Context: an optimization exercise on an open-source flow, tuned for small area, a short achievable clock period and few clock cycles per item. The choices shown serve that exercise and are no tape-out recipe. Function was checked by simulation only, so behaviour that the tests miss may differ from the original. No activity file was given, so power comes from the tool's default toggle rates.

==> module divider_nr, before the edit <==
module divider_nr
  #
  (
   parameter BITS      = 16
   )
  (
   input wire                       clk,
   input wire                       reset,
   input wire                       start,
   input wire unsigned [BITS-1:0]   dividend,
   input wire unsigned [BITS-1:0]   divisor,
   output logic                     done,
   output logic unsigned [BITS-1:0] quotient,
   output logic unsigned [BITS-1:0] remainder
   );
  localparam BC = $clog2(BITS);
  logic [BITS:0]   t_q;        
  logic [BITS-1:0] d_q;        
  logic            q_q;        
  logic [BITS-2:0] quo_q;      
  logic [BC-1:0]   idx_q;      
  logic            bit_q;      
  logic            busy_q;
  logic            norm_q;     
  function automatic logic [3:0] msb_pos(input logic [15:0] x);
    logic [7:0] y8;
    logic [3:0] y4;
    logic [1:0] y2;
    msb_pos[3] = |x[15:8];
    y8         = msb_pos[3] ? x[15:8] : x[7:0];
    msb_pos[2] = |y8[7:4];
    y4         = msb_pos[2] ? y8[7:4] : y8[3:0];
    msb_pos[1] = |y4[3:2];
    y2         = msb_pos[1] ? y4[3:2] : y4[1:0];
    msb_pos[0] = y2[1];
  endfunction
  logic [3:0]    pa, pb;
  logic [4:0]    pdiff;
  logic [BC-1:0] sh;
  assign pa    = msb_pos(dividend);
  assign pb    = msb_pos(divisor);
  assign pdiff = {1'b0, pa} - {1'b0, pb};
  assign sh    = pdiff[4] ? '0 : pdiff[3:0];
  logic [BITS-1:0] rn;
  assign rn = q_q ? d_q : t_q[BITS-1:0];
  logic [BITS:0]   x;
  logic [BITS+1:0] dx;
  always_comb begin
    if (start)
      x = {1'b0, dividend};
    else if (norm_q)
      x = {1'b0, dividend >> idx_q};
    else
      x = {rn, bit_q};
  end
  assign dx = {1'b0, x} - {2'b0, divisor};
  logic [BC-1:0] nidx;
  assign nidx = norm_q ? idx_q - 4'd1 : idx_q - 4'd2;
  assign done      = busy_q && !norm_q && (idx_q == '0);
  assign quotient  = {quo_q, q_q};
  assign remainder = rn;
  always_ff @(posedge clk) begin
    t_q   <= x;
    d_q   <= dx[BITS-1:0];
    q_q   <= ~dx[BITS+1];
    bit_q <= dividend[nidx];
    if (start) begin
      busy_q <= 1'b1;
      norm_q <= (sh != '0);
      idx_q  <= sh;
      quo_q  <= '0;
    end else if (norm_q) begin
      norm_q <= 1'b0;
    end else begin
      if (busy_q) idx_q <= idx_q - 1'b1;
      if (done) busy_q <= 1'b0;
      quo_q <= quotient[BITS-2:0];
    end
    if (reset) begin
      busy_q <= 1'b0;
      norm_q <= 1'b0;
    end
  end
endmodule
export LEC_CHECK = 0
export ABC_AREA = 1
export CAP_MARGIN = 20
export CORE_MARGIN = 2
export CORE_UTILIZATION = 60
export SETUP_SLACK_MARGIN = 2.0
export SLEW_MARGIN = 20
create_clock -name core_clock -period 5.0 [get_ports {clk}]
standard.sh (not shown) runs the stock make flow with config.mk's settings and CLKGATE_MAP_FILE= SYNTH_SCRIPT=/design/flow/synth_recipe.tcl, a recipe that flattens the netlist after the stock synthesis.
==> flow/flow/run.sh <==
#!/bin/bash
cp standard.sh standard_sh.txt
export BUFFER_PORTS_ARGS="-buffer_cell sky130_fd_sc_hd__buf_2"
export ADDER_MAP_FILE=
bash standard.sh > standard.log 2>&1
Testbench counts at the start, summed over its fixed seeds: cycles 6,651, items 1,600.
Rerun with:
--- a/flow/design.v
+++ b/flow/design.v
@@ -97,10 +97,12 @@
    );
   localparam BC = $clog2(BITS);
   logic [BITS:0]   t_q;        
   logic [BITS-1:0] d_q;        
   logic            q_q;        
+  logic            qn_q;       
+  logic            done_q;     
   logic [BITS-2:0] quo_q;      
   logic [BC-1:0]   idx_q;      
   logic            bit_q;      
   logic            busy_q;
   logic            norm_q;     
@@ -122,11 +124,11 @@
   assign pa    = msb_pos(dividend);
   assign pb    = msb_pos(divisor);
   assign pdiff = {1'b0, pa} - {1'b0, pb};
   assign sh    = pdiff[4] ? '0 : pdiff[3:0];
   logic [BITS-1:0] rn;
-  assign rn = q_q ? d_q : t_q[BITS-1:0];
+  assign rn = ({BITS{q_q}} & d_q) | ({BITS{qn_q}} & t_q[BITS-1:0]);
   logic [BITS:0]   x;
   logic [BITS+1:0] dx;
   always_comb begin
     if (start)
       x = {1'b0, dividend};
@@ -136,17 +138,22 @@
       x = {rn, bit_q};
   end
   assign dx = {1'b0, x} - {2'b0, divisor};
   logic [BC-1:0] nidx;
   assign nidx = norm_q ? idx_q - 4'd1 : idx_q - 4'd2;
-  assign done      = busy_q && !norm_q && (idx_q == '0);
+  assign done      = done_q;
   assign quotient  = {quo_q, q_q};
   assign remainder = rn;
   always_ff @(posedge clk) begin
     t_q   <= x;
     d_q   <= dx[BITS-1:0];
     q_q   <= ~dx[BITS+1];
+    qn_q  <= dx[BITS+1];
+    if (start)
+      done_q <= (sh == '0);
+    else
+      done_q <= busy_q && !norm_q && !done_q && (idx_q == 4'd1);
     bit_q <= dividend[nidx];
     if (start) begin
       busy_q <= 1'b1;
       norm_q <= (sh != '0);
       idx_q  <= sh;
@@ -159,8 +166,9 @@
       quo_q <= quotient[BITS-2:0];
     end
     if (reset) begin
       busy_q <= 1'b0;
       norm_q <= 1'b0;
+      done_q <= 1'b0;
     end
   end
 endmodule
What happened: First-iteration DRC count rose by 29%; hold slack loses 0.0037 ns; routed wire length increases by 1.7%; via count rose by 1.9%; core utilization rose by 1.4 points; area after synthesis grows by 0.91%; worst setup slack improves by 0.12 ns; fmax rises by 4.2%; design area increases by 2.7%; combinational power fell by about 7%; non-clock buffer count drops by 2; die area rises by 0.87%; sequential share of layout area goes up by 0.17 points.
Testbench counts after the change, summed over its fixed seeds: cycles 6,651, items 1,600.

-- afterwards: timing with drivers on the ports --
No port has a modelled driver above. Below, the same layouts with a new extraction and two added sets of constraints.
Step 1, drivers: a clkbuf_16 drives clk and a buf_2 each remaining input, both assumed.
Step 2 times the ports against the registers' clock, not the clock port: input delays grow and output delays shrink by t, the midpoint of the rising clock arrivals with the driver on.
Slacks: no drivers / after step 1 / after step 2; pairs: no drivers / after step 1.
run	shift t [ns]	slack for setup (ns)	worst hold slack (ns)	pins driven straight from the clock port
the first run	0.351	2.108 / 2.072 / 1.859	0.496 / 0.496 / 0.496	1
the second run	0.374	2.224 / 2.234 / 1.860	0.492 / 0.492 / 0.492	1
After both steps setup and hold are still met in every run listed. The setup slack of the second run, which loses most, moves by +0.010 ns with the drivers and by -0.364 ns with both steps.
